What follows belongs to an exercise in optimizing a design on an open flow for small area and a short achievable clock period; a production flow would make more cautious choices. Function was not checked in any run shown here: the RTL went through the layout flow alone.

## run.sh

```bash
#!/bin/bash
# synth_recipe.tcl (not shown) runs the flow's synth.tcl, then flattens the netlist and writes it again
# the make line also repeats each setting of config.mk as NAME=value (left out here)
make -C /OpenROAD-flow-scripts/flow DESIGN_CONFIG=/design/flow/config.mk WORK_HOME=/design/flow/orfs CLKGATE_MAP_FILE= SYNTH_SCRIPT=/design/flow/synth_recipe.tcl finish
```

## config.mk

```make
export PLATFORM = sky130hd
export DESIGN_NAME = Butterfly_Unit
export DESIGN_NICKNAME = Butterfly_Unit
export VERILOG_FILES = /design/flow/design.v
export SDC_FILE = /design/flow/constraint.sdc
export NUM_CORES = 4
export LEC_CHECK = 0
export CAP_MARGIN = 20
export CELL_PAD_IN_SITES_DETAIL_PLACEMENT = 0
export CELL_PAD_IN_SITES_GLOBAL_PLACEMENT = 0
export CORE_MARGIN = 2
export CORE_UTILIZATION = 55
export SETUP_SLACK_MARGIN = 3.0
export SLEW_MARGIN = 20
export TNS_END_PERCENT = 0
```

## constraint.sdc

```tcl
create_clock -name core_clock -period 6.5 [get_ports {clk}]
set_input_delay 1.3000 -clock core_clock [delete_from_list [all_inputs] [get_ports {clk}]]
set_output_delay 1.3000 -clock core_clock [all_outputs]
set_load 0.01 [all_outputs]
```

## design.v

```verilog
module Mul12_CS (
    input  [11:0] a,
    input  [11:0] b,
    output [23:0] x,
    output [23:0] y
);
    wire s1, c1, s2, c2, s3, c3, s4, c4, s5, c5, s6, c6, s7, c7, s8, c8;
    wire s9, c9, s10, c10, s11, c11, s12, c12, s13, c13, s14, c14, s15, c15, s16, c16;
    wire s17, c17, s18, c18, s19, c19, s20, c20, s21, c21, s22, c22, s23, c23, s24, c24;
    wire s25, c25, s26, c26, s27, c27, s28, c28, s29, c29, s30, c30, s31, c31, s32, c32;
    wire s33, c33, s34, c34, s35, c35, s36, c36, s37, c37, s38, c38, s39, c39, s40, c40;
    wire s41, c41, s42, c42, s43, c43, s44, c44, s45, c45, s46, c46, s47, c47, s48, c48;
    wire s49, c49, s50, c50, s51, c51, s52, c52, s53, c53, s54, c54, s55, c55, s56, c56;
    wire s57, c57, s58, c58, s59, c59, s60, c60, s61, c61, s62, c62, s63, c63, s64, c64;
    wire s65, c65, s66, c66, s67, c67, s68, c68, s69, c69, s70, c70, s71, c71, s72, c72;
    wire s73, c73, s74, c74, s75, c75, s76, c76, s77, c77, s78, c78, s79, c79, s80, c80;
    wire s81, c81, s82, c82, s83, c83, s84, c84, s85, c85, s86, c86, s87, c87, s88, c88;
    wire s89, c89, s90, c90, s91, c91, s92, c92, s93, c93, s94, c94, s95, c95, s96, c96;
    wire s97, c97, s98, c98, s99, c99, s100, c100, s101, c101, s102, c102, s103, c103, s104, c104;
    wire s105, c105, s106, c106, s107, c107, s108, c108, s109, c109, s110, c110;
    assign s1 = ~((~(a[0] & b[9])) ^ (~(a[1] & b[8])));
    assign c1 = (~(a[0] & b[9])) | (~(a[1] & b[8]));
    assign {c2, s2} = {1'b0, (~(a[0] & b[10]))} + {1'b0, (~(a[1] & b[9]))} + {1'b0, (~(a[2] & b[8]))};
    assign s3 = ~((~(a[3] & b[7])) ^ (~(a[4] & b[6])));
    assign c3 = (~(a[3] & b[7])) | (~(a[4] & b[6]));
    assign {c4, s4} = {1'b0, (~(a[0] & b[11]))} + {1'b0, (~(a[1] & b[10]))} + {1'b0, (~(a[2] & b[9]))};
    assign {c5, s5} = {1'b0, (~(a[3] & b[8]))} + {1'b0, (~(a[4] & b[7]))} + {1'b0, (~(a[5] & b[6]))};
    assign s6 = ~((~(a[6] & b[5])) ^ (~(a[7] & b[4])));
    assign c6 = (~(a[6] & b[5])) | (~(a[7] & b[4]));
    assign {c7, s7} = {1'b0, (~(a[1] & b[11]))} + {1'b0, (~(a[2] & b[10]))} + {1'b0, (~(a[3] & b[9]))};
    assign {c8, s8} = {1'b0, (~(a[4] & b[8]))} + {1'b0, (~(a[5] & b[7]))} + {1'b0, (~(a[6] & b[6]))};
    assign s9 = ~((~(a[7] & b[5])) ^ (~(a[8] & b[4])));
    assign c9 = (~(a[7] & b[5])) | (~(a[8] & b[4]));
    assign {c10, s10} = {1'b0, (~(a[2] & b[11]))} + {1'b0, (~(a[3] & b[10]))} + {1'b0, (~(a[4] & b[9]))};
    assign {c11, s11} = {1'b0, (~(a[5] & b[8]))} + {1'b0, (~(a[6] & b[7]))} + {1'b0, (~(a[7] & b[6]))};
    assign {c12, s12} = {1'b0, (~(a[3] & b[11]))} + {1'b0, (~(a[4] & b[10]))} + {1'b0, (~(a[5] & b[9]))};
    assign s13 = ~((~(a[0] & b[6])) ^ (~(a[1] & b[5])));
    assign c13 = (~(a[0] & b[6])) | (~(a[1] & b[5]));
    assign {c14, s14} = {1'b0, (~(a[0] & b[7]))} + {1'b0, (~(a[1] & b[6]))} + {1'b0, (~(a[2] & b[5]))};
    assign s15 = ~((~(a[3] & b[4])) ^ (~(a[4] & b[3])));
    assign c15 = (~(a[3] & b[4])) | (~(a[4] & b[3]));
    assign {c16, s16} = {1'b0, (~(a[0] & b[8]))} + {1'b0, (~(a[1] & b[7]))} + {1'b0, (~(a[2] & b[6]))};
    assign {c17, s17} = {1'b0, (~(a[3] & b[5]))} + {1'b0, (~(a[4] & b[4]))} + {1'b0, (~(a[5] & b[3]))};
    assign s18 = ~((~(a[6] & b[2])) ^ (~(a[7] & b[1])));
    assign c18 = (~(a[6] & b[2])) | (~(a[7] & b[1]));
    assign {c19, s19} = {1'b0, s1} + {1'b0, (~(a[2] & b[7]))} + {1'b0, (~(a[3] & b[6]))};
    assign {c20, s20} = {1'b0, (~(a[4] & b[5]))} + {1'b0, (~(a[5] & b[4]))} + {1'b0, (~(a[6] & b[3]))};
    assign {c21, s21} = {1'b0, (~(a[7] & b[2]))} + {1'b0, (~(a[8] & b[1]))} + {1'b0, (~(a[9] & b[0]))};
    assign {c22, s22} = {1'b0, s2} + {1'b0, s3} + {1'b0, (~(a[5] & b[5]))};
    assign {c23, s23} = {1'b0, (~(a[6] & b[4]))} + {1'b0, (~(a[7] & b[3]))} + {1'b0, (~(a[8] & b[2]))};
    assign {c24, s24} = {1'b0, (~(a[9] & b[1]))} + {1'b0, (~(a[10] & b[0]))} + {1'b0, c1};
    assign {c25, s25} = {1'b0, s4} + {1'b0, s5} + {1'b0, s6};
    assign {c26, s26} = {1'b0, (~(a[8] & b[3]))} + {1'b0, (~(a[9] & b[2]))} + {1'b0, (~(a[10] & b[1]))};
    assign {c27, s27} = {1'b0, (~(a[11] & b[0]))} + {1'b0, c2} + {1'b0, c3};
    assign {c28, s28} = {1'b0, s7} + {1'b0, s8} + {1'b0, s9};
    assign {c29, s29} = {1'b0, (~(a[9] & b[3]))} + {1'b0, (~(a[10] & b[2]))} + {1'b0, (~(a[11] & b[1]))};
    assign {c30, s30} = {1'b0, c4} + {1'b0, c5} + {1'b0, c6};
    assign {c31, s31} = {1'b0, s10} + {1'b0, s11} + {1'b0, (~(a[8] & b[5]))};
    assign {c32, s32} = {1'b0, (~(a[9] & b[4]))} + {1'b0, (~(a[10] & b[3]))} + {1'b0, (~(a[11] & b[2]))};
    assign {c33, s33} = {1'b0, c7} + {1'b0, c8} + {1'b0, c9};
    assign {c34, s34} = {1'b0, s12} + {1'b0, (~(a[6] & b[8]))} + {1'b0, (~(a[7] & b[7]))};
    assign {c35, s35} = {1'b0, (~(a[8] & b[6]))} + {1'b0, (~(a[9] & b[5]))} + {1'b0, (~(a[10] & b[4]))};
    assign {c36, s36} = {1'b0, (~(a[11] & b[3]))} + {1'b0, c10} + {1'b0, c11};
    assign {c37, s37} = {1'b0, (~(a[4] & b[11]))} + {1'b0, (~(a[5] & b[10]))} + {1'b0, (~(a[6] & b[9]))};
    assign {c38, s38} = {1'b0, (~(a[7] & b[8]))} + {1'b0, (~(a[8] & b[7]))} + {1'b0, (~(a[9] & b[6]))};
    assign {c39, s39} = {1'b0, (~(a[10] & b[5]))} + {1'b0, (~(a[11] & b[4]))} + {1'b0, c12};
    assign {c40, s40} = {1'b0, (~(a[5] & b[11]))} + {1'b0, (~(a[6] & b[10]))} + {1'b0, (~(a[7] & b[9]))};
    assign {c41, s41} = {1'b0, (~(a[8] & b[8]))} + {1'b0, (~(a[9] & b[7]))} + {1'b0, (~(a[10] & b[6]))};
    assign {c42, s42} = {1'b0, (~(a[6] & b[11]))} + {1'b0, (~(a[7] & b[10]))} + {1'b0, (~(a[8] & b[9]))};
    assign s43 = ~((~(a[0] & b[4])) ^ (~(a[1] & b[3])));
    assign c43 = (~(a[0] & b[4])) | (~(a[1] & b[3]));
    assign {c44, s44} = {1'b0, (~(a[0] & b[5]))} + {1'b0, (~(a[1] & b[4]))} + {1'b0, (~(a[2] & b[3]))};
    assign s45 = ~((~(a[3] & b[2])) ^ (~(a[4] & b[1])));
    assign c45 = (~(a[3] & b[2])) | (~(a[4] & b[1]));
    assign {c46, s46} = {1'b0, s13} + {1'b0, (~(a[2] & b[4]))} + {1'b0, (~(a[3] & b[3]))};
    assign {c47, s47} = {1'b0, (~(a[4] & b[2]))} + {1'b0, (~(a[5] & b[1]))} + {1'b0, (~(a[6] & b[0]))};
    assign {c48, s48} = {1'b0, s14} + {1'b0, s15} + {1'b0, (~(a[5] & b[2]))};
    assign {c49, s49} = {1'b0, (~(a[6] & b[1]))} + {1'b0, (~(a[7] & b[0]))} + {1'b0, c13};
    assign {c50, s50} = {1'b0, s16} + {1'b0, s17} + {1'b0, s18};
    assign {c51, s51} = {1'b0, (~(a[8] & b[0]))} + {1'b0, c14} + {1'b0, c15};
    assign {c52, s52} = {1'b0, s19} + {1'b0, s20} + {1'b0, s21};
    assign {c53, s53} = {1'b0, c16} + {1'b0, c17} + {1'b0, c18};
    assign {c54, s54} = {1'b0, s22} + {1'b0, s23} + {1'b0, s24};
    assign {c55, s55} = {1'b0, c19} + {1'b0, c20} + {1'b0, c21};
    assign {c56, s56} = {1'b0, s25} + {1'b0, s26} + {1'b0, s27};
    assign {c57, s57} = {1'b0, c22} + {1'b0, c23} + {1'b0, c24};
    assign {c58, s58} = {1'b0, s28} + {1'b0, s29} + {1'b0, s30};
    assign {c59, s59} = {1'b0, c25} + {1'b0, c26} + {1'b0, c27};
    assign {c60, s60} = {1'b0, s31} + {1'b0, s32} + {1'b0, s33};
    assign {c61, s61} = {1'b0, c28} + {1'b0, c29} + {1'b0, c30};
    assign {c62, s62} = {1'b0, s34} + {1'b0, s35} + {1'b0, s36};
    assign {c63, s63} = {1'b0, c31} + {1'b0, c32} + {1'b0, c33};
    assign {c64, s64} = {1'b0, s37} + {1'b0, s38} + {1'b0, s39};
    assign {c65, s65} = {1'b0, c34} + {1'b0, c35} + {1'b0, c36};
    assign {c66, s66} = {1'b0, s40} + {1'b0, s41} + {1'b0, (~(a[11] & b[5]))};
    assign {c67, s67} = {1'b0, c37} + {1'b0, c38} + {1'b0, c39};
    assign {c68, s68} = {1'b0, s42} + {1'b0, (~(a[9] & b[8]))} + {1'b0, (~(a[10] & b[7]))};
    assign {c69, s69} = {1'b0, (~(a[11] & b[6]))} + {1'b0, c40} + {1'b0, c41};
    assign {c70, s70} = {1'b0, (~(a[7] & b[11]))} + {1'b0, (~(a[8] & b[10]))} + {1'b0, (~(a[9] & b[9]))};
    assign {c71, s71} = {1'b0, (~(a[10] & b[8]))} + {1'b0, (~(a[11] & b[7]))} + {1'b0, c42};
    assign {c72, s72} = {1'b0, (~(a[8] & b[11]))} + {1'b0, (~(a[9] & b[10]))} + {1'b0, (~(a[10] & b[9]))};
    assign s73 = ~((~(a[0] & b[3])) ^ (~(a[1] & b[2])));
    assign c73 = (~(a[0] & b[3])) | (~(a[1] & b[2]));
    assign {c74, s74} = {1'b0, s43} + {1'b0, (~(a[2] & b[2]))} + {1'b0, (~(a[3] & b[1]))};
    assign {c75, s75} = {1'b0, s44} + {1'b0, s45} + {1'b0, (~(a[5] & b[0]))};
    assign {c76, s76} = {1'b0, s46} + {1'b0, s47} + {1'b0, c44};
    assign {c77, s77} = {1'b0, s48} + {1'b0, s49} + {1'b0, c46};
    assign {c78, s78} = {1'b0, s50} + {1'b0, s51} + {1'b0, c48};
    assign {c79, s79} = {1'b0, s52} + {1'b0, s53} + {1'b0, c50};
    assign {c80, s80} = {1'b0, s54} + {1'b0, s55} + {1'b0, c52};
    assign {c81, s81} = {1'b0, s56} + {1'b0, s57} + {1'b0, c54};
    assign {c82, s82} = {1'b0, s58} + {1'b0, s59} + {1'b0, c56};
    assign {c83, s83} = {1'b0, s60} + {1'b0, s61} + {1'b0, c58};
    assign {c84, s84} = {1'b0, s62} + {1'b0, s63} + {1'b0, c60};
    assign {c85, s85} = {1'b0, s64} + {1'b0, s65} + {1'b0, c62};
    assign {c86, s86} = {1'b0, s66} + {1'b0, s67} + {1'b0, c64};
    assign {c87, s87} = {1'b0, s68} + {1'b0, s69} + {1'b0, c66};
    assign {c88, s88} = {1'b0, s70} + {1'b0, s71} + {1'b0, c68};
    assign {c89, s89} = {1'b0, s72} + {1'b0, (~(a[11] & b[8]))} + {1'b0, c70};
    assign {c90, s90} = {1'b0, (~(a[9] & b[11]))} + {1'b0, (~(a[10] & b[10]))} + {1'b0, (~(a[11] & b[9]))};
    assign s91 = ~((~(a[0] & b[2])) ^ (~(a[1] & b[1])));
    assign c91 = (~(a[0] & b[2])) | (~(a[1] & b[1]));
    assign {c92, s92} = {1'b0, s73} + {1'b0, (~(a[2] & b[1]))} + {1'b0, (~(a[3] & b[0]))};
    assign {c93, s93} = {1'b0, s74} + {1'b0, (~(a[4] & b[0]))} + {1'b0, c73};
    assign {c94, s94} = {1'b0, s75} + {1'b0, c43} + {1'b0, c74};
    assign {c95, s95} = {1'b0, s76} + {1'b0, c45} + {1'b0, c75};
    assign {c96, s96} = {1'b0, s77} + {1'b0, c47} + {1'b0, c76};
    assign {c97, s97} = {1'b0, s78} + {1'b0, c49} + {1'b0, c77};
    assign {c98, s98} = {1'b0, s79} + {1'b0, c51} + {1'b0, c78};
    assign {c99, s99} = {1'b0, s80} + {1'b0, c53} + {1'b0, c79};
    assign {c100, s100} = {1'b0, s81} + {1'b0, c55} + {1'b0, c80};
    assign {c101, s101} = {1'b0, s82} + {1'b0, c57} + {1'b0, c81};
    assign {c102, s102} = {1'b0, s83} + {1'b0, c59} + {1'b0, c82};
    assign {c103, s103} = {1'b0, s84} + {1'b0, c61} + {1'b0, c83};
    assign {c104, s104} = {1'b0, s85} + {1'b0, c63} + {1'b0, c84};
    assign {c105, s105} = {1'b0, s86} + {1'b0, c65} + {1'b0, c85};
    assign {c106, s106} = {1'b0, s87} + {1'b0, c67} + {1'b0, c86};
    assign {c107, s107} = {1'b0, s88} + {1'b0, c69} + {1'b0, c87};
    assign {c108, s108} = {1'b0, s89} + {1'b0, c71} + {1'b0, c88};
    assign {c109, s109} = {1'b0, s90} + {1'b0, c72} + {1'b0, c89};
    assign {c110, s110} = {1'b0, (~(a[10] & b[11]))} + {1'b0, (~(a[11] & b[10]))} + {1'b0, c90};
    assign x = ~{1'b1, (~(a[11] & b[11])), s110, s109, s108, s107, s106, s105, s104, s103, s102, s101, s100, s99, s98, s97, s96, s95, s94, s93, s92, s91, (~(a[0] & b[1])), (~(a[0] & b[0]))};
    assign y = ~{1'b1, c110, c109, c108, c107, c106, c105, c104, c103, c102, c101, c100, c99, c98, c97, c96, c95, c94, c93, c92, c91, (~(a[2] & b[0])), (~(a[1] & b[0])), 1'b1};
endmodule
module Tab_P12 (input [3:0] h, output [12:0] t);
    assign t[0] = (~h[3] & ~h[2] & ~h[1] & ~h[0]) | (~h[3] & ~h[2] & h[1] & h[0]) | (~h[3] & h[2] & ~h[1] & h[0]) | (~h[3] & h[2] & h[1] & ~h[0]) | (h[3] & ~h[2] & ~h[1] & ~h[0]) | (h[3] & ~h[2] & h[1] & ~h[0]) | (h[3] & ~h[2] & h[1] & h[0]) | (h[3] & h[2] & ~h[1] & h[0]);
    assign t[1] = (~h[3] & ~h[2] & h[1] & ~h[0]) | (~h[3] & h[2] & ~h[1] & h[0]) | (h[3] & ~h[2] & ~h[1] & ~h[0]) | (h[3] & ~h[2] & ~h[1] & h[0]) | (h[3] & ~h[2] & h[1] & h[0]) | (h[3] & h[2] & ~h[1] & ~h[0]) | (h[3] & h[2] & h[1] & h[0]);
    assign t[2] = (~h[3] & ~h[2] & h[1] & ~h[0]) | (~h[3] & ~h[2] & h[1] & h[0]) | (~h[3] & h[2] & ~h[1] & ~h[0]) | (h[3] & ~h[2] & ~h[1] & ~h[0]) | (h[3] & ~h[2] & ~h[1] & h[0]) | (h[3] & ~h[2] & h[1] & ~h[0]) | (h[3] & h[2] & h[1] & h[0]);
    assign t[3] = (~h[3] & ~h[2] & h[1] & ~h[0]) | (~h[3] & ~h[2] & h[1] & h[0]) | (~h[3] & h[2] & ~h[1] & ~h[0]) | (~h[3] & h[2] & ~h[1] & h[0]) | (~h[3] & h[2] & h[1] & ~h[0]) | (~h[3] & h[2] & h[1] & h[0]) | (h[3] & h[2] & h[1] & h[0]);
    assign t[4] = (~h[3] & ~h[2] & h[1] & ~h[0]) | (~h[3] & ~h[2] & h[1] & h[0]) | (~h[3] & h[2] & ~h[1] & ~h[0]) | (~h[3] & h[2] & ~h[1] & h[0]) | (~h[3] & h[2] & h[1] & ~h[0]) | (~h[3] & h[2] & h[1] & h[0]) | (h[3] & ~h[2] & ~h[1] & ~h[0]) | (h[3] & ~h[2] & ~h[1] & h[0]) | (h[3] & ~h[2] & h[1] & ~h[0]) | (h[3] & ~h[2] & h[1] & h[0]) | (h[3] & h[2] & ~h[1] & ~h[0]) | (h[3] & h[2] & ~h[1] & h[0]) | (h[3] & h[2] & h[1] & ~h[0]);
    assign t[5] = (~h[3] & ~h[2] & h[1] & ~h[0]) | (~h[3] & ~h[2] & h[1] & h[0]) | (~h[3] & h[2] & ~h[1] & ~h[0]) | (~h[3] & h[2] & ~h[1] & h[0]) | (~h[3] & h[2] & h[1] & ~h[0]) | (~h[3] & h[2] & h[1] & h[0]) | (h[3] & ~h[2] & ~h[1] & ~h[0]) | (h[3] & ~h[2] & ~h[1] & h[0]) | (h[3] & ~h[2] & h[1] & ~h[0]) | (h[3] & ~h[2] & h[1] & h[0]) | (h[3] & h[2] & ~h[1] & ~h[0]) | (h[3] & h[2] & ~h[1] & h[0]) | (h[3] & h[2] & h[1] & ~h[0]) | (h[3] & h[2] & h[1] & h[0]);
    assign t[6] = (~h[3] & ~h[2] & h[1] & ~h[0]) | (~h[3] & ~h[2] & h[1] & h[0]) | (~h[3] & h[2] & ~h[1] & ~h[0]) | (~h[3] & h[2] & ~h[1] & h[0]) | (~h[3] & h[2] & h[1] & ~h[0]) | (~h[3] & h[2] & h[1] & h[0]) | (h[3] & ~h[2] & ~h[1] & ~h[0]) | (h[3] & ~h[2] & ~h[1] & h[0]) | (h[3] & ~h[2] & h[1] & ~h[0]) | (h[3] & ~h[2] & h[1] & h[0]) | (h[3] & h[2] & ~h[1] & ~h[0]) | (h[3] & h[2] & ~h[1] & h[0]) | (h[3] & h[2] & h[1] & ~h[0]) | (h[3] & h[2] & h[1] & h[0]);
    assign t[7] = (~h[3] & ~h[2] & h[1] & ~h[0]) | (~h[3] & ~h[2] & h[1] & h[0]) | (~h[3] & h[2] & ~h[1] & ~h[0]) | (~h[3] & h[2] & ~h[1] & h[0]) | (~h[3] & h[2] & h[1] & ~h[0]) | (~h[3] & h[2] & h[1] & h[0]) | (h[3] & ~h[2] & ~h[1] & ~h[0]) | (h[3] & ~h[2] & ~h[1] & h[0]) | (h[3] & ~h[2] & h[1] & ~h[0]) | (h[3] & ~h[2] & h[1] & h[0]) | (h[3] & h[2] & ~h[1] & ~h[0]) | (h[3] & h[2] & ~h[1] & h[0]) | (h[3] & h[2] & h[1] & ~h[0]) | (h[3] & h[2] & h[1] & h[0]);
    assign t[8] = (~h[3] & ~h[2] & ~h[1] & ~h[0]) | (~h[3] & ~h[2] & h[1] & ~h[0]) | (~h[3] & h[2] & ~h[1] & ~h[0]) | (~h[3] & h[2] & h[1] & h[0]) | (h[3] & ~h[2] & ~h[1] & h[0]) | (h[3] & h[2] & ~h[1] & ~h[0]) | (h[3] & h[2] & h[1] & ~h[0]) | (h[3] & h[2] & h[1] & h[0]);
    assign t[9] = (~h[3] & h[2] & ~h[1] & ~h[0]) | (~h[3] & h[2] & ~h[1] & h[0]) | (~h[3] & h[2] & h[1] & h[0]) | (h[3] & ~h[2] & ~h[1] & ~h[0]) | (h[3] & ~h[2] & h[1] & h[0]) | (h[3] & h[2] & h[1] & ~h[0]);
    assign t[10] = (~h[3] & ~h[2] & ~h[1] & ~h[0]) | (~h[3] & ~h[2] & h[1] & ~h[0]) | (~h[3] & h[2] & ~h[1] & h[0]) | (~h[3] & h[2] & h[1] & ~h[0]) | (~h[3] & h[2] & h[1] & h[0]) | (h[3] & ~h[2] & ~h[1] & h[0]) | (h[3] & ~h[2] & h[1] & h[0]) | (h[3] & h[2] & ~h[1] & h[0]) | (h[3] & h[2] & h[1] & ~h[0]) | (h[3] & h[2] & h[1] & h[0]);
    assign t[11] = (~h[3] & ~h[2] & ~h[1] & ~h[0]) | (~h[3] & ~h[2] & h[1] & h[0]) | (~h[3] & h[2] & ~h[1] & ~h[0]) | (~h[3] & h[2] & ~h[1] & h[0]) | (h[3] & ~h[2] & ~h[1] & ~h[0]) | (h[3] & ~h[2] & ~h[1] & h[0]) | (h[3] & h[2] & ~h[1] & ~h[0]) | (h[3] & h[2] & ~h[1] & h[0]) | (h[3] & h[2] & h[1] & ~h[0]);
    assign t[12] = (~h[3] & ~h[2] & ~h[1] & h[0]) | (h[3] & ~h[2] & h[1] & ~h[0]);
endmodule
module Tab_P16 (input [3:0] h, output [11:0] t);
    assign t[0] = (~h[3] & ~h[2] & ~h[1] & h[0]) | (~h[3] & ~h[2] & h[1] & ~h[0]) | (~h[3] & ~h[2] & h[1] & h[0]) | (~h[3] & h[2] & h[1] & h[0]) | (h[3] & ~h[2] & ~h[1] & ~h[0]) | (h[3] & ~h[2] & ~h[1] & h[0]) | (h[3] & h[2] & ~h[1] & h[0]) | (h[3] & h[2] & h[1] & ~h[0]) | (h[3] & h[2] & h[1] & h[0]);
    assign t[1] = (~h[3] & h[2] & ~h[1] & ~h[0]) | (~h[3] & h[2] & ~h[1] & h[0]) | (~h[3] & h[2] & h[1] & ~h[0]) | (~h[3] & h[2] & h[1] & h[0]) | (h[3] & ~h[2] & ~h[1] & ~h[0]) | (h[3] & ~h[2] & ~h[1] & h[0]);
    assign t[2] = (~h[3] & ~h[2] & ~h[1] & h[0]) | (~h[3] & ~h[2] & h[1] & h[0]) | (~h[3] & h[2] & ~h[1] & h[0]) | (~h[3] & h[2] & h[1] & h[0]) | (h[3] & ~h[2] & ~h[1] & h[0]) | (h[3] & ~h[2] & h[1] & ~h[0]) | (h[3] & h[2] & ~h[1] & ~h[0]) | (h[3] & h[2] & h[1] & ~h[0]);
    assign t[3] = (~h[3] & ~h[2] & ~h[1] & h[0]) | (~h[3] & ~h[2] & h[1] & ~h[0]) | (~h[3] & h[2] & ~h[1] & h[0]) | (~h[3] & h[2] & h[1] & ~h[0]) | (h[3] & ~h[2] & ~h[1] & h[0]) | (h[3] & ~h[2] & h[1] & ~h[0]) | (h[3] & ~h[2] & h[1] & h[0]) | (h[3] & h[2] & h[1] & ~h[0]) | (h[3] & h[2] & h[1] & h[0]);
    assign t[4] = (~h[3] & ~h[2] & h[1] & ~h[0]) | (~h[3] & h[2] & ~h[1] & ~h[0]) | (~h[3] & h[2] & ~h[1] & h[0]) | (~h[3] & h[2] & h[1] & h[0]) | (h[3] & ~h[2] & h[1] & ~h[0]) | (h[3] & h[2] & ~h[1] & ~h[0]) | (h[3] & h[2] & h[1] & h[0]);
    assign t[5] = (~h[3] & ~h[2] & ~h[1] & h[0]) | (~h[3] & h[2] & ~h[1] & ~h[0]) | (~h[3] & h[2] & h[1] & h[0]) | (h[3] & ~h[2] & ~h[1] & ~h[0]) | (h[3] & ~h[2] & h[1] & ~h[0]) | (h[3] & ~h[2] & h[1] & h[0]) | (h[3] & h[2] & h[1] & ~h[0]);
    assign t[6] = (~h[3] & ~h[2] & ~h[1] & h[0]) | (~h[3] & ~h[2] & h[1] & ~h[0]) | (~h[3] & ~h[2] & h[1] & h[0]) | (~h[3] & h[2] & h[1] & h[0]) | (h[3] & ~h[2] & ~h[1] & ~h[0]) | (h[3] & ~h[2] & ~h[1] & h[0]) | (h[3] & h[2] & h[1] & ~h[0]) | (h[3] & h[2] & h[1] & h[0]);
    assign t[7] = (~h[3] & ~h[2] & ~h[1] & h[0]) | (~h[3] & ~h[2] & h[1] & ~h[0]) | (~h[3] & ~h[2] & h[1] & h[0]) | (~h[3] & h[2] & ~h[1] & ~h[0]) | (~h[3] & h[2] & ~h[1] & h[0]) | (~h[3] & h[2] & h[1] & ~h[0]) | (h[3] & h[2] & h[1] & ~h[0]) | (h[3] & h[2] & h[1] & h[0]);
    assign t[8] = (~h[3] & h[2] & ~h[1] & ~h[0]) | (~h[3] & h[2] & ~h[1] & h[0]) | (~h[3] & h[2] & h[1] & ~h[0]) | (h[3] & ~h[2] & h[1] & ~h[0]) | (h[3] & ~h[2] & h[1] & h[0]) | (h[3] & h[2] & ~h[1] & ~h[0]) | (h[3] & h[2] & h[1] & ~h[0]) | (h[3] & h[2] & h[1] & h[0]);
    assign t[9] = (~h[3] & h[2] & h[1] & h[0]) | (h[3] & ~h[2] & ~h[1] & ~h[0]) | (h[3] & ~h[2] & ~h[1] & h[0]) | (h[3] & ~h[2] & h[1] & ~h[0]) | (h[3] & ~h[2] & h[1] & h[0]) | (h[3] & h[2] & ~h[1] & ~h[0]) | (h[3] & h[2] & h[1] & ~h[0]) | (h[3] & h[2] & h[1] & h[0]);
    assign t[10] = (~h[3] & ~h[2] & h[1] & ~h[0]) | (~h[3] & h[2] & ~h[1] & h[0]) | (h[3] & ~h[2] & ~h[1] & ~h[0]) | (h[3] & ~h[2] & h[1] & h[0]) | (h[3] & h[2] & ~h[1] & h[0]) | (h[3] & h[2] & h[1] & ~h[0]);
    assign t[11] = (~h[3] & ~h[2] & ~h[1] & h[0]) | (~h[3] & h[2] & ~h[1] & ~h[0]) | (~h[3] & h[2] & h[1] & h[0]) | (h[3] & ~h[2] & h[1] & ~h[0]) | (h[3] & h[2] & ~h[1] & h[0]);
endmodule
module Tab_P20 (input [3:0] h, output [14:0] t);
    assign t[0] = (~h[3] & ~h[2] & ~h[1] & h[0]) | (~h[3] & ~h[2] & h[1] & h[0]) | (~h[3] & h[2] & ~h[1] & h[0]) | (~h[3] & h[2] & h[1] & h[0]) | (h[3] & ~h[2] & ~h[1] & h[0]) | (h[3] & ~h[2] & h[1] & h[0]) | (h[3] & h[2] & ~h[1] & h[0]) | (h[3] & h[2] & h[1] & h[0]);
    assign t[1] = (~h[3] & ~h[2] & h[1] & ~h[0]) | (~h[3] & ~h[2] & h[1] & h[0]) | (~h[3] & h[2] & h[1] & ~h[0]) | (~h[3] & h[2] & h[1] & h[0]) | (h[3] & ~h[2] & h[1] & ~h[0]) | (h[3] & ~h[2] & h[1] & h[0]) | (h[3] & h[2] & h[1] & ~h[0]) | (h[3] & h[2] & h[1] & h[0]);
    assign t[2] = (~h[3] & ~h[2] & ~h[1] & h[0]) | (~h[3] & ~h[2] & h[1] & h[0]) | (~h[3] & h[2] & ~h[1] & ~h[0]) | (~h[3] & h[2] & h[1] & ~h[0]) | (h[3] & ~h[2] & ~h[1] & h[0]) | (h[3] & ~h[2] & h[1] & h[0]) | (h[3] & h[2] & ~h[1] & ~h[0]) | (h[3] & h[2] & h[1] & ~h[0]);
    assign t[3] = (~h[3] & ~h[2] & h[1] & ~h[0]) | (~h[3] & ~h[2] & h[1] & h[0]) | (~h[3] & h[2] & ~h[1] & h[0]) | (~h[3] & h[2] & h[1] & ~h[0]) | (h[3] & ~h[2] & ~h[1] & ~h[0]) | (h[3] & ~h[2] & ~h[1] & h[0]) | (h[3] & h[2] & ~h[1] & ~h[0]) | (h[3] & h[2] & h[1] & h[0]);
    assign t[4] = (~h[3] & h[2] & ~h[1] & ~h[0]) | (~h[3] & h[2] & ~h[1] & h[0]) | (~h[3] & h[2] & h[1] & ~h[0]) | (h[3] & ~h[2] & h[1] & ~h[0]) | (h[3] & ~h[2] & h[1] & h[0]) | (h[3] & h[2] & ~h[1] & ~h[0]);
    assign t[5] = (~h[3] & h[2] & h[1] & h[0]) | (h[3] & ~h[2] & ~h[1] & ~h[0]) | (h[3] & ~h[2] & ~h[1] & h[0]) | (h[3] & ~h[2] & h[1] & ~h[0]) | (h[3] & ~h[2] & h[1] & h[0]) | (h[3] & h[2] & ~h[1] & ~h[0]);
    assign t[6] = (~h[3] & ~h[2] & ~h[1] & h[0]) | (~h[3] & ~h[2] & h[1] & h[0]) | (~h[3] & h[2] & ~h[1] & h[0]) | (~h[3] & h[2] & h[1] & h[0]) | (h[3] & ~h[2] & ~h[1] & h[0]) | (h[3] & ~h[2] & h[1] & h[0]) | (h[3] & h[2] & h[1] & ~h[0]);
    assign t[7] = (~h[3] & ~h[2] & ~h[1] & h[0]) | (~h[3] & ~h[2] & h[1] & ~h[0]) | (~h[3] & h[2] & ~h[1] & h[0]) | (~h[3] & h[2] & h[1] & ~h[0]) | (h[3] & ~h[2] & ~h[1] & h[0]) | (h[3] & ~h[2] & h[1] & ~h[0]) | (h[3] & h[2] & h[1] & ~h[0]) | (h[3] & h[2] & h[1] & h[0]);
    assign t[8] = (~h[3] & ~h[2] & ~h[1] & h[0]) | (~h[3] & ~h[2] & h[1] & ~h[0]) | (~h[3] & ~h[2] & h[1] & h[0]) | (~h[3] & h[2] & ~h[1] & ~h[0]) | (h[3] & ~h[2] & ~h[1] & h[0]) | (h[3] & ~h[2] & h[1] & ~h[0]) | (h[3] & ~h[2] & h[1] & h[0]) | (h[3] & h[2] & ~h[1] & ~h[0]) | (h[3] & h[2] & ~h[1] & h[0]);
    assign t[9] = (~h[3] & ~h[2] & ~h[1] & h[0]) | (~h[3] & ~h[2] & h[1] & ~h[0]) | (~h[3] & ~h[2] & h[1] & h[0]) | (~h[3] & h[2] & ~h[1] & ~h[0]) | (~h[3] & h[2] & ~h[1] & h[0]) | (~h[3] & h[2] & h[1] & ~h[0]) | (~h[3] & h[2] & h[1] & h[0]) | (h[3] & ~h[2] & ~h[1] & ~h[0]);
    assign t[10] = (~h[3] & ~h[2] & ~h[1] & h[0]) | (~h[3] & ~h[2] & h[1] & ~h[0]) | (~h[3] & ~h[2] & h[1] & h[0]) | (~h[3] & h[2] & ~h[1] & ~h[0]) | (~h[3] & h[2] & ~h[1] & h[0]) | (~h[3] & h[2] & h[1] & ~h[0]) | (~h[3] & h[2] & h[1] & h[0]) | (h[3] & ~h[2] & ~h[1] & ~h[0]) | (h[3] & ~h[2] & ~h[1] & h[0]) | (h[3] & ~h[2] & h[1] & ~h[0]) | (h[3] & ~h[2] & h[1] & h[0]) | (h[3] & h[2] & ~h[1] & ~h[0]) | (h[3] & h[2] & ~h[1] & h[0]) | (h[3] & h[2] & h[1] & ~h[0]) | (h[3] & h[2] & h[1] & h[0]);
    assign t[11] = (~h[3] & ~h[2] & ~h[1] & h[0]) | (~h[3] & ~h[2] & h[1] & ~h[0]) | (~h[3] & ~h[2] & h[1] & h[0]) | (~h[3] & h[2] & ~h[1] & ~h[0]) | (~h[3] & h[2] & ~h[1] & h[0]) | (~h[3] & h[2] & h[1] & ~h[0]) | (~h[3] & h[2] & h[1] & h[0]) | (h[3] & ~h[2] & ~h[1] & ~h[0]) | (h[3] & ~h[2] & ~h[1] & h[0]) | (h[3] & ~h[2] & h[1] & ~h[0]) | (h[3] & ~h[2] & h[1] & h[0]) | (h[3] & h[2] & ~h[1] & ~h[0]) | (h[3] & h[2] & ~h[1] & h[0]) | (h[3] & h[2] & h[1] & ~h[0]) | (h[3] & h[2] & h[1] & h[0]);
    assign t[12] = (~h[3] & ~h[2] & ~h[1] & h[0]) | (~h[3] & ~h[2] & h[1] & ~h[0]) | (~h[3] & ~h[2] & h[1] & h[0]) | (~h[3] & h[2] & ~h[1] & ~h[0]) | (~h[3] & h[2] & ~h[1] & h[0]) | (~h[3] & h[2] & h[1] & ~h[0]) | (~h[3] & h[2] & h[1] & h[0]) | (h[3] & ~h[2] & ~h[1] & ~h[0]) | (h[3] & ~h[2] & ~h[1] & h[0]) | (h[3] & ~h[2] & h[1] & ~h[0]) | (h[3] & ~h[2] & h[1] & h[0]) | (h[3] & h[2] & ~h[1] & ~h[0]) | (h[3] & h[2] & ~h[1] & h[0]) | (h[3] & h[2] & h[1] & ~h[0]) | (h[3] & h[2] & h[1] & h[0]);
    assign t[13] = (~h[3] & ~h[2] & ~h[1] & h[0]) | (~h[3] & ~h[2] & h[1] & ~h[0]) | (~h[3] & ~h[2] & h[1] & h[0]) | (~h[3] & h[2] & ~h[1] & ~h[0]) | (~h[3] & h[2] & ~h[1] & h[0]) | (~h[3] & h[2] & h[1] & ~h[0]) | (~h[3] & h[2] & h[1] & h[0]) | (h[3] & ~h[2] & ~h[1] & ~h[0]) | (h[3] & ~h[2] & ~h[1] & h[0]) | (h[3] & ~h[2] & h[1] & ~h[0]) | (h[3] & ~h[2] & h[1] & h[0]) | (h[3] & h[2] & ~h[1] & ~h[0]) | (h[3] & h[2] & ~h[1] & h[0]) | (h[3] & h[2] & h[1] & ~h[0]) | (h[3] & h[2] & h[1] & h[0]);
    assign t[14] = (~h[3] & ~h[2] & ~h[1] & h[0]) | (~h[3] & ~h[2] & h[1] & ~h[0]) | (~h[3] & ~h[2] & h[1] & h[0]) | (~h[3] & h[2] & ~h[1] & ~h[0]) | (~h[3] & h[2] & ~h[1] & h[0]) | (~h[3] & h[2] & h[1] & ~h[0]) | (~h[3] & h[2] & h[1] & h[0]) | (h[3] & ~h[2] & ~h[1] & ~h[0]) | (h[3] & ~h[2] & ~h[1] & h[0]) | (h[3] & ~h[2] & h[1] & ~h[0]) | (h[3] & ~h[2] & h[1] & h[0]) | (h[3] & h[2] & ~h[1] & ~h[0]) | (h[3] & h[2] & ~h[1] & h[0]) | (h[3] & h[2] & h[1] & ~h[0]) | (h[3] & h[2] & h[1] & h[0]);
endmodule
module CSA #(parameter W = 8) (
    input  [W-1:0] a,
    input  [W-1:0] b,
    input  [W-1:0] c,
    output [W-1:0] s,
    output [W-1:0] y       
);
    wire [W-1:0] maj;
    genvar i;
    generate
        for (i = 0; i < W; i = i + 1) begin : bit_
            assign {maj[i], s[i]} = {1'b0, a[i]} + {1'b0, b[i]} + {1'b0, c[i]};
        end
    endgenerate
    assign y = {maj[W-2:0], 1'b0};
endmodule
module Butterfly_Unit (
    input clk,
    input reset,
    input [1:0] operation,   
    input valid_in,
    input [11:0] a_in,
    input [11:0] b_in,
    input [11:0] zeta,
    output reg [11:0] a_out,
    output reg [11:0] b_out,
    output reg valid_out
);
    localparam [12:0] Q = 13'd3329;
    wire        intt0 = operation[0];
    wire [12:0] d0    = {1'b0, a_in} - {1'b0, b_in};
    wire [12:0] ds0, dc0;
    CSA #(13) csa_d (.a({1'b0, a_in}), .b({1'b1, ~b_in}), .c(13'd3330), .s(ds0), .y(dc0));
    wire [12:0] dq0   = ds0 + dc0;                                   
    wire [11:0] m0    = !intt0 ? b_in : (d0[12] ? dq0[11:0] : d0[11:0]);
    wire [12:0] s0    = {1'b0, a_in} + {1'b0, b_in & {12{intt0}}};
    reg [11:0] m1, z1;
    reg [12:0] s1;
    reg [1:0]  op1;
    reg        v1;
    always @(posedge clk) begin
        m1  <= m0;
        s1  <= s0;
        z1  <= zeta;
        op1 <= operation;
    end
    wire [23:0] px1, py1;
    Mul12_CS mul (.a(z1), .b(m1), .x(px1), .y(py1));
    reg [23:0] px2, py2;
    reg [12:0] s2;
    reg [1:0]  op2;
    reg        v2;
    always @(posedge clk) begin
        px2 <= px1;
        py2 <= py1;
        s2  <= s1;
        op2 <= op1;
    end
    wire [11:0] h2 = px2[23:12] + py2[23:12];
    wire [12:0] t0;
    wire [11:0] t1;
    wire [14:0] t2;
    Tab_P12 tab0 (.h(h2[3:0]),  .t(t0));
    Tab_P16 tab1 (.h(h2[7:4]),  .t(t1));
    Tab_P20 tab2 (.h(h2[11:8]), .t(t2));
    wire [14:0] sa, ca, sb, cb, sc, cc;
    CSA #(15) csa_a (.a({3'b000, px2[11:0]}), .b({3'b000, py2[11:0]}), .c({2'b00, t0}), .s(sa), .y(ca));
    CSA #(15) csa_b (.a(sa), .b(ca), .c({3'b000, t1}), .s(sb), .y(cb));
    CSA #(15) csa_c (.a(sb), .b(cb), .c(t2), .s(sc), .y(cc));
    reg [14:0] xs3, xc3;
    reg [12:0] s3;
    reg [1:0]  op3;
    reg        v3;
    always @(posedge clk) begin
        xs3 <= sc;
        xc3 <= cc;
        s3  <= s2;
        op3 <= op2;
    end
    wire [14:0] x3  = xs3 + xc3;
    wire        ge1 = x3 >= 15'd3329;
    wire        ge2 = x3 >= 15'd6658;
    wire        ge3 = x3 >= 15'd9987;
    wire        ge4 = x3 >= 15'd13316;
    wire [11:0] x31 = x3[11:0] + 12'd767;
    wire [11:0] x32 = x3[11:0] + 12'd1534;
    wire [11:0] x33 = x3[11:0] + 12'd2301;
    wire [11:0] x34 = x3[11:0] + 12'd3068;
    wire [11:0] r3  = ge4 ? x34 : ge3 ? x33 : ge2 ? x32 : ge1 ? x31 : x3[11:0];
    reg [11:0] r4;
    reg [12:0] s4;
    reg [1:0]  op4;
    reg        v4;
    always @(posedge clk) begin
        r4  <= r3;
        s4  <= s3;
        op4 <= op3;
    end
    wire [11:0] rn4 = r4 & {12{~op4[0]}};
    wire [12:0] t4  = s4 + {1'b0, rn4};                            
    wire        tg4 = t4 >= 13'd3329;
    wire [11:0] tm4 = t4[11:0] + 12'd767;
    wire [11:0] ao4 = tg4 ? tm4 : t4[11:0];
    wire [12:0] u4  = {1'b0, s4[11:0]} - {1'b0, r4};
    wire [11:0] uq4 = u4[11:0] + 12'd3329;
    wire [11:0] bo4 = op4[0] ? r4 : (u4[12] ? uq4 : u4[11:0]);
    always @(posedge clk) begin
        a_out <= op4[1] ? 12'd0 : ao4;
        b_out <= op4[1] ? 12'd0 : bo4;
    end
    always @(posedge clk) begin
        if (reset) begin
            v1 <= 1'b0; v2 <= 1'b0; v3 <= 1'b0; v4 <= 1'b0; valid_out <= 1'b0;
        end else begin
            v1 <= valid_in; v2 <= v1; v3 <= v2; v4 <= v3; valid_out <= v4;
        end
    end
endmodule
```

==> results of run 1 <==
path summary, 6_finish.rpt:
kind	start	slack, ns	depth (start not counted)	end
worst max-delay path	a_in[1]	2.73	17	m1[11]
worst min-delay path	s3[3]	0.33	0	s4[3]
worst max register to register	xs3[1]	2.74	12	r4[7]
worst min register to register	s3[3]	0.33	0	s4[3]
layout by cell type (no fill, tap or decap), types with 8 or more instances in the layout:
| master | count |
|---|---|
| inv_1 | 154 |
| a21o_1 | 12 |
| or2_2 | 9 |
| nor2_1 | 85 |
| xor2_1 | 23 |
| clkdlybuf4s50_1 | 53 |
| nand3_1 | 23 |
| nor4_1 | 9 |
| fa_1 | 142 |
| nand2_1 | 76 |
| nor2b_1 | 19 |
| and3_1 | 9 |
| mux2i_1 | 11 |
| xnor2_1 | 51 |
| clkbuf_16 | 17 |
| o21bai_1 | 15 |
| o31ai_1 | 8 |
| and2_1 | 148 |
| ha_1 | 107 |
| o21ai_1 | 12 |
| dfxtp_1 | 199 |
| o21ai_0 | 49 |
| a21oi_1 | 74 |
| a21oi_2 | 10 |
| nor3_1 | 29 |
| a31oi_1 | 10 |
| a211oi_1 | 21 |
| buf_4 | 24 |
| o21a_1 | 13 |
| o211ai_1 | 13 |
final cells by class:
| type | instances | area [um^2] | area share [%] |
|---|---|---|---|
| Clock buffer | 17 | 425 | 2.53 |
| Sequential cell | 199 | 3980 | 23.7 |
| Timing Repair Buffer | 90 | 861 | 5.11 |
| Clock inverter | 15 | 229 | 1.36 |
| Tap cell | 341 | 427 | 2.53 |
| Inverter | 159 | 601 | 3.57 |
| Multi-Input combinational cell | 1146 | 10300 | 61.2 |
sequential cells by signal (all words and copies together) (netlist names), 13 cells and up:
register,count
s3,13
s4,13
xc3,14
s1,13
px2,23
py2,22
s2,13
xs3,15
worst max-delay path, cell delays in order:
cell and delay (ns):
buf_4 0.11, clkinvlp_4 0.10, ha_4 0.22, inv_1 0.06, ha_2 0.17, inv_1 0.05
fa_2 0.34, o21bai_1 0.19, a21oi_2 0.09, o21bai_1 0.17, a21oi_2 0.09, o21bai_1 0.16
a21o_1 0.22, nor3_2 0.07, a311oi_2 0.27, nor4b_1 0.08, or4_1 0.40
cell families after synthesis:
kind of cell             after synthesis
flip-flops                           199
multiplexers                          11
AND/OR/NAND/NOR                      469
buffers and inverters                216
XOR/XNOR                              84
AO/OA/AOI/OAI                        319
adder cells (fa/ha/maj)              262
metrics by stage:
step	hold WS, ns	util (%)
floorplan	0.310	-
global placement	0.310	58.8
detailed placement	0.312	58.8
CTS	0.329	62.9
global route	0.331	63.2
finish	0.327	63.2
what timing repair did:
item | 4_1_cts | 5_1_grt
setup endpoints to repair | 77 | 87
resized for setup | 91 | 11
pin swaps | 28 | 8
setup buffers | 18 | 2
cloned | 1 | 1
metal layers:
layer  track usage [%]  share of wire (%)  up-vias
met5                 0                  0        -
met4              5.92                1.8        0
met3              3.01                3.0       36
met2              42.1                 48      210
met1              32.1                 47     5235
li1                  -                  -     5348
==> out/summary.txt, run 1 <==
status - timing/DRC/antenna clean
setup ws final - 2.73 ns
Post-Place Setup Slack - 1.58 ns
fraction of layout cells with a size suffix above 1 - 10.3%
WS Path Type - in -> reg
first-pass GRT wire length - 54900 um
Final period util - 58.0%
Initial Utilization - 55.5%
row cnt - 60
largest net degree at the start of global routing - 29
CP required - 6.81 ns
syn nets - 1862
Remaining DRCs - 0
synthesized-area fraction occupied by adder cells - 29.5%
multiplexer share of the synthesized area - 0.744%
Detailed Place HPWL - 25100 um
Warnings, synthesis - 1
Avg Inst Size Synth - 9.49 um^2
placed cell areas - 0.0157 mm^2
xor/xnor cell area share of the yosys netlist - 5.11%
simple-gate share of the synthesized area - 17.2%
Worst Max-Slew Pin Slew - 0.931 ns
Ports - 66
hold buffer count at cts - 0
ant diodes - 0
TritonRoute pass-1 iters - 5
Via Count - 10800
arrival time worst endpoint - 4.08 ns
vias in the first global route - 11100
Final min period - 3.77 ns
placed cells - 1913
worst min path class - reg -> reg
mapped cell area - 0.0148 mm^2
post-synth top area share - 26.9%
Antenna Nets Post-Route - 0
area of the core - 0.0267 mm^2
Max-Slew Margin vs Limit - 37.5%
RD Place Congestion - 0.903
CTS clock-pin slew for the worst setup and hold paths - 0.09 ns
startpoint types - primary input
sequential area share after synthesis - 26.9%
Cell variety after synth - 87
ys flop type - dfxtp_1
Fin. Hold Viols - 0
largest family of logic cells by synthesized area - adder cells
post-synth top area cell - dfxtp_1
Crit Path Max Fanout - 3
crit end category - flip-flop
fin. max-slew vios - 0
DIE HEIGHT - 168 um
# setup viols final - 0
setup tns final - 0 ns
Overall Global Routing Usage - 24.1%
# port buffers - 65
Async S/R FF share, synth - 0%
Synth Area in Compound Gates - 14.8%
Initial DRC Count - 565
GRT Residual Overflow - 0
worst-case clock buffer depth - 2
Fillers - 2262
nets@finish - 1915
Non-Filler Instances - 1967
Mapped Cells - 1560
cells taking the most area after synthesis - dfxtp_1 (27%), fa_1 (20%), ha_1 (9.7%)
WL/cell - 16.6 um
FF+latch count, synth - 199
Die Wd - 168 um
vias per cell - 5.51
Worst Skew - 0.0134 ns
die area - 0.0282 mm^2
clock sink count - 199
Max Cap Violations - 0
final WL - 32700 um
FMAX - 0.265 GHz
latest clock arrival within the worst-skew pair - 0.44 ns
design area - 0.0168 mm^2
clock buffer count from CTS - 17
commonest cells in the synthesized netlist - dfxtp_1 (199), inv_1 (158), and2_1 (148), fa_1 (146), ha_1 (115)
Clock Tree Root - clkbuf_16
Area growth syn-to-layout - 13.7%
RSZ-0062 raised after global routing - true
TritonCTS clock tree - yes
CTS H-tree depth - 4
number of synthesized flops with an enable pin - 0
most common cell in the netlist - dfxtp_1
initial antenna violation count - 0
==> inputs of run 2 (changes only) <==
--- a/config.mk
+++ b/config.mk
@@ -13,3 +13,2 @@
 export SETUP_SLACK_MARGIN = 3.0
 export SLEW_MARGIN = 20
-export TNS_END_PERCENT = 0
==> out/summary.txt, run 2 <==
Crit Path Max Fanout - 6 (+3)
most common cell after layout, fill and taps aside - dfxtp_1
ant diodes - 0 (unchanged)
Die Wd - 168 um (unchanged)
Initial DRC Count - 606 (+7.3%)
Via Count - 11300 (+4.5%)
CP peak stage delay - 0.46 ns (+0.06 ns)
commonest cells in the synthesized netlist - dfxtp_1 (199), inv_1 (158), and2_1 (148), fa_1 (146), ha_1 (115)
Max-Slew Margin vs Limit - 60.3% (+23 points)
Clock Tree Root - clkbuf_16
post-synth top area cell - dfxtp_1
Fillers - 2107 (-6.9%)
post-synth top area share - 26.9% (unchanged)
Mapped Cells - 1560 (unchanged)
Detailed Place HPWL - 25400 um (+0.89%)
Warnings, synthesis - 1 (unchanged)
Async S/R FF share, synth - 0% (unchanged)
final WL - 35600 um (+8.7%)
setup tns final - 0 ns (unchanged)
worst min path class - reg -> reg
most frequent cells in the layout - dfxtp_1 (182), and2_1 (148), inv_1 (145)
Remaining DRCs - 0 (unchanged)
latest clock arrival within the worst-skew pair - 0.44 ns (about the same)
CP required - 6.85 ns (+0.04 ns)
placed cell areas - 0.0157 mm^2 (+0.38%)
startpoint types - flip-flop
placed cells - 1912 (-0.052%)
initial antenna violation count - 0 (unchanged)
post-layout util - 68.7% (+5.5 points)
# port buffers - 65 (unchanged)
nets@finish - 1998 (+4.3%)
Largest Register - px2
Max Cap Violations - 0 (unchanged)
WS Path Type - reg -> reg
mapped cell area - 0.0148 mm^2 (unchanged)
Avg Inst Size Synth - 9.49 um^2 (unchanged)
Cell variety after synth - 87 (unchanged)
Post-Place Setup Slack - 1.66 ns (+0.0743 ns)
setup ws final - 2.74 ns (+0.0109 ns)
TritonRoute pass-1 iters - 5 (unchanged)
syn nets - 1862 (unchanged)
design area - 0.0183 mm^2 (+8.7%)
Worst Skew - 0.0149 ns (+0.00149 ns)
TritonCTS clock tree - yes
CTS clock-pin slew for the worst setup and hold paths - 0.09 ns (about the same)
Antenna Nets Post-Route - 0 (unchanged)
ys flop type - dfxtp_1
vias in the first global route - 11400 (+2.8%)
Overall Global Routing Usage - 25.3% (+1.1 points)
status - timing/DRC/antenna clean
GRT Residual Overflow - 0 (unchanged)
area of the core - 0.0267 mm^2 (unchanged)
sequential area share after synthesis - 26.9% (unchanged)
RD Place Congestion - 0.890 (-1.5%)
fin. max-slew vios - 0 (unchanged)
critical path's slowest cell - a2111o_1
clock buffer count from CTS - 17 (unchanged)
crit end category - flip-flop
Final period util - 57.9% (-0.17 points)
worst-case clock buffer depth - 2 (unchanged)
WL/cell - 17.4 um (+4.3%)
fraction of layout cells with a size suffix above 1 - 22.0% (+12 points)
Worst Max-Slew Pin Slew - 0.591 ns (-0.340 ns)
clock sink count - 199 (unchanged)
Regs by FF count - px2 (23), py2 (22), xs3 (15)
die area - 0.0282 mm^2 (unchanged)
first-pass GRT wire length - 57400 um (+4.6%)
worst path cell trace - ha_4 -> fa_2 -> buf_6 -> a211oi_4 -> nor4b_2 -> nand4b_4 -> a2111o_1 -> a2111o_1 -> a211oi_4 -> and2_4 -> a221oi_2 -> o31ai_1 -> xnor2_1
FMAX - 0.266 GHz (+0.29%)
Initial Utilization - 55.5% (unchanged)
number of synthesized flops with an enable pin - 0 (unchanged)
Area growth syn-to-layout - 23.6%
# setup viols final - 0 (unchanged)
largest net degree at the start of global routing - 29 (unchanged)
hold slack - 0.323 ns (-0.00419 ns)
cells taking the most area after synthesis - dfxtp_1 (27%), fa_1 (20%), ha_1 (9.7%)
Non-Filler Instances - 2050 (+4.2%)
most common cell in the netlist - dfxtp_1
vias per cell - 5.52 (+0.27%)
arrival time worst endpoint - 4.11 ns (+0.03 ns)
number of flip-flops in the largest register - 23 (unchanged)
row cnt - 60 (unchanged)
Final min period - 3.76 ns (-0.0109 ns)
DIE HEIGHT - 168 um (unchanged)
FF+latch count, synth - 199 (unchanged)
Ports - 66 (unchanged)
RSZ-0062 raised after global routing - true
Fin. Hold Viols - 0 (unchanged)
CTS H-tree depth - 4 (unchanged)
## run 2: final cells by class
cell class | instances | area, um^2 | share of cell area (%)
Multi-Input combinational cell | 1146 | 11000 | 60.1
Clock buffer | 17 | 425 | 2.32
Sequential cell | 199 | 4010 | 21.9
Inverter | 159 | 601 | 3.28
Tap cell | 341 | 427 | 2.33
Clock inverter | 15 | 239 | 1.31
Timing Repair Buffer | 173 | 1600 | 8.75
## run 2: worst paths after layout
check | start | end | slack [ns] | depth (start not counted)
worst min-delay path | s1[0] | s2[0] | 0.32 | 0
worst min register to register | s1[0] | s2[0] | 0.32 | 0
worst max register to register | xc3[1] | r4[9] | 2.74 | 13
worst max-delay path | xc3[1] | r4[9] | 2.74 | 13
## run 2: cells by family (layout without fill, tap and decap cells)
logic type / after synthesis / after routing / synth area share [%]
simple gates: 469 / 469 / 17.2
fa+ha+maj: 262 / 262 / 29.5
mux: 11 / 11 / 0.744
buf+inv: 216 / 364 / 5.75
compound gates: 319 / 320 / 14.8
xor+xnor: 84 / 84 / 5.11
flops: 199 / 199 / 26.9
## run 2: routing by layer
| metal | global-route usage (%) | vias up | part of all wire [%] |
|---|---|---|---|
| li1 | - | 5521 | - |
| met1 | 33.8 | 5510 | 45 |
| met2 | 43.7 | 253 | 50 |
| met3 | 3.34 | 32 | 3.4 |
| met4 | 6.33 | 0 | 1.3 |
| met5 | 0 | - | 0 |
## run 2: critical path: cells and delay by family, from the launching register on
| family | cells | cell delay, ns |
|---|---|---|
| simple gates | 3 | 0.60 |
| buf+inv | 1 | 0.14 |
| xor+xnor | 1 | 0.20 |
| flops | 1 | 0.33 |
| fa+ha+maj | 2 | 0.55 |
| compound gates | 6 | 1.86 |
## run 2: what timing repair did
item,4_1_cts,5_1_grt
endpoints found under the setup margin,75,77
resized for setup,167,124
gates cloned,3,0
setup buffers,61,42
pin swaps,81,97
hold buffers,0,0
==> inputs of run 3 (changes only) <==
--- a/config.mk
+++ b/config.mk
@@ -11,4 +11,5 @@
 export CORE_MARGIN = 2
 export CORE_UTILIZATION = 55
-export SETUP_SLACK_MARGIN = 3.0
+export SETUP_SLACK_MARGIN = 3.3
 export SLEW_MARGIN = 20
+export TNS_END_PERCENT = 0
==> out/summary.txt, run 3 <==
status - timing/DRC/antenna clean
Antenna Nets Post-Route - 0 (unchanged)
reg2reg start - xs3[1]
Clock Tree Root - clkbuf_16
mapped cell area - 0.0148 mm^2 (unchanged)
CP peak stage delay - 0.40 ns (-0.06 ns)
Warnings, synthesis - 1 (unchanged)
Post-Place Setup Slack - 1.58 ns (-0.0743 ns)
DIE HEIGHT - 168 um (unchanged)
Cell variety after synth - 87 (unchanged)
Reg2Reg Capture Point - r4[7]
worst min path class - reg -> reg
Regs by FF count - px2 (23), py2 (22), xs3 (15)
Ports - 66 (unchanged)
Avg Inst Size Synth - 9.49 um^2 (unchanged)
# port buffers - 65 (unchanged)
Initial Utilization - 55.5% (unchanged)
Reg2Reg Setup Slack - 2.74 ns (about the same)
Via Count - 10800 (-4.3%)
Worst Skew - 0.0134 ns (-0.00149 ns)
fraction of layout cells with a size suffix above 1 - 10.3% (-12 points)
Largest Register - px2
Final period util - 58.0% (+0.17 points)
worst path cell trace - buf_4 -> clkinvlp_4 -> ha_4 -> inv_1 -> ha_2 -> inv_1 -> fa_2 -> o21bai_1 -> a21oi_2 -> o21bai_1 -> a21oi_2 -> o21bai_1 -> a21o_1 -> nor3_2 -> a311oi_2 -> nor4b_1 -> or4_1
CP required - 6.81 ns (-0.04 ns)
worst-case clock buffer depth - 2 (unchanged)
# setup viols final - 0 (unchanged)
Async S/R FF share, synth - 0% (unchanged)
initial antenna violation count - 0 (unchanged)
first-pass GRT wire length - 54900 um (-4.4%)
cells taking the most area after synthesis - dfxtp_1 (27%), fa_1 (20%), ha_1 (9.7%)
largest net degree at the start of global routing - 29 (unchanged)
most frequent cells in the layout - dfxtp_1 (199), inv_1 (154), and2_1 (148)
clock sink count - 199 (unchanged)
Crit path depth - 17 (+4)
clock buffer count from CTS - 17 (unchanged)
most common cell in the netlist - dfxtp_1
RSZ-0062 raised after global routing - true
Remaining DRCs - 0 (unchanged)
die area - 0.0282 mm^2 (unchanged)
sequential area share after synthesis - 26.9% (unchanged)
GRT Residual Overflow - 0 (unchanged)
setup ws final - 2.73 ns (-0.0109 ns)
startpoint types - primary input
Die Wd - 168 um (unchanged)
Fillers - 2262 (+7.4%)
worst reg2reg path depth - 12 (-1)
FMAX - 0.265 GHz (-0.29%)
post-synth top area share - 26.9% (unchanged)
arrival time worst endpoint - 4.08 ns (-0.03 ns)
Area growth syn-to-layout - 13.7%
CTS H-tree depth - 4 (unchanged)
area of the core - 0.0267 mm^2 (unchanged)
critical path's slowest cell - or4_1
Worst Max-Slew Pin Slew - 0.931 ns (+0.340 ns)
vias per cell - 5.51 (-0.27%)
worst setup path end - m1[11]
Min-Delay Startpoint - s3[3]
number of flip-flops in the largest register - 23 (unchanged)
RD Place Congestion - 0.903 (+1.5%)
Mapped Cells - 1560 (unchanged)
Crit Path Max Fanout - 3 (-3)
Detailed Place HPWL - 25100 um (-0.88%)
fin. max-slew vios - 0 (unchanged)
crit end category - flip-flop
CTS clock-pin slew for the worst setup and hold paths - 0.09 ns (about the same)
TritonCTS clock tree - yes
CP most frequent cell - o21bai_1
Final min period - 3.77 ns (+0.0109 ns)
syn nets - 1862 (unchanged)
Overall Global Routing Usage - 24.1% (-1.1 points)
number of synthesized flops with an enable pin - 0 (unchanged)
Critical Path Source - a_in[1]
TritonRoute pass-1 iters - 5 (unchanged)
Max Cap Violations - 0 (unchanged)
final WL - 32700 um (-8.0%)
vias in the first global route - 11100 (-2.7%)
WS Path Type - in -> reg
latest clock arrival within the worst-skew pair - 0.44 ns (about the same)
Max-Slew Margin vs Limit - 37.5% (-23 points)
ys flop type - dfxtp_1
most common cell after layout, fill and taps aside - dfxtp_1
WL/cell - 16.6 um (-4.1%)
Fin. Hold Viols - 0 (unchanged)
WP buf/inv - 4 (+3)
hold slack - 0.327 ns (+0.00419 ns)
FF+latch count, synth - 199 (unchanged)
commonest cells in the synthesized netlist - dfxtp_1 (199), inv_1 (158), and2_1 (148), fa_1 (146), ha_1 (115)
Crit path max-delay family - compound AO/OA/AOI/OAI gates
row cnt - 60 (unchanged)
post-synth top area cell - dfxtp_1
setup tns final - 0 ns (unchanged)
nets@finish - 1915 (-4.2%)
ant diodes - 0 (unchanged)
Initial DRC Count - 565 (-6.8%)
[run 3: metrics by stage]
step | area (um^2) | std cells | utilization (%)
6_report | 16800 | 1967 | 63.2
2_1_floorplan | 14800 | 1560 | -
3_5_place_dp | 15700 | 1913 | 58.8
5_1_grt | 16800 | 1967 | 63.2
4_1_cts | 16800 | 1964 | 62.9
3_3_place_gp | 15700 | 1913 | 58.8
[run 3: cell families after synthesis]
family	synth area share [%]
and+or+nand+nor	17.2
AOI/OAI and AO/OA	14.8
adders and majority gates	29.5
buffers and inverters	5.75
DFF	26.9
xor gates and xnor gates	5.11
muxes	0.744
[run 3: area by class of cell]
class                           instances  area, um^2  share of cell area [%]
Timing Repair Buffer                   90         861                    5.11
Sequential cell                       199        3980                    23.7
Multi-Input combinational cell       1146       10300                    61.2
Clock inverter                         15         229                    1.36
Clock buffer                           17         425                    2.53
Tap cell                              341         427                    2.53
Inverter                              159         601                    3.57
[run 3: worst min-delay path by stage]
stage	slack, ns	cells past startpoint	endpoint
floorplan	0.31	0	op2[0]
global placement	0.31	0	s4[9]
detailed placement	0.31	0	s4[2]
CTS	0.33	0	op4[0]
global route	0.33	0	s2[6]
finish	0.33	0	s4[3]
[run 3: timing repair]
action,CTS,global route
gates cloned,1,1
buffers inserted,18,2
resized for setup,91,11
pin swaps,28,8
setup endpoints to repair,101,101
hold buffers,0,0
[run 3: per-layer routing]
metal | vias to the layer above | share of wire (%) | GRT usage (%) | routed length, um
li1 | 5348 | - | - | -
met1 | 5235 | 47 | 32.1 | 15500
met2 | 210 | 48 | 42.1 | 15700
met3 | 36 | 3.0 | 3.01 | 977
met4 | 0 | 1.8 | 5.92 | 580
met5 | - | 0 | 0 | 0

[static timing again, ports no longer ideal]
In the flow no input, the clock included, has a driving cell. The finished layouts below were timed again as built, in two steps. Step 1 (the two cells are an assumption about what drives the block):
set clk [get_ports {clk}]
set_driving_cell -lib_cell sky130_fd_sc_hd__clkbuf_16 $clk
set_driving_cell -lib_cell sky130_fd_sc_hd__buf_2 [delete_from_list [all_inputs] $clk]
Step 2 times the ports against the registers' clock, not the clock port: input delays grow and output delays shrink by t, the midpoint of the rising clock arrivals with the driver on. Three values: ideal ports, drivers, drivers and shift; two values: the first two.
| run | shift t [ns] | slack for setup (ns) | worst slew at a driven data input, ns |
|---|---|---|---|
| run 1 | 0.483 | 2.729 / 2.741 / 2.265 | 0.04 |
| run 2 | 0.485 | 2.740 / 2.740 / 2.277 | 0.05 |
| run 3 | 0.483 | 2.729 / 2.741 / 2.265 | 0.04 |
After both steps setup and hold are still met in every run listed.
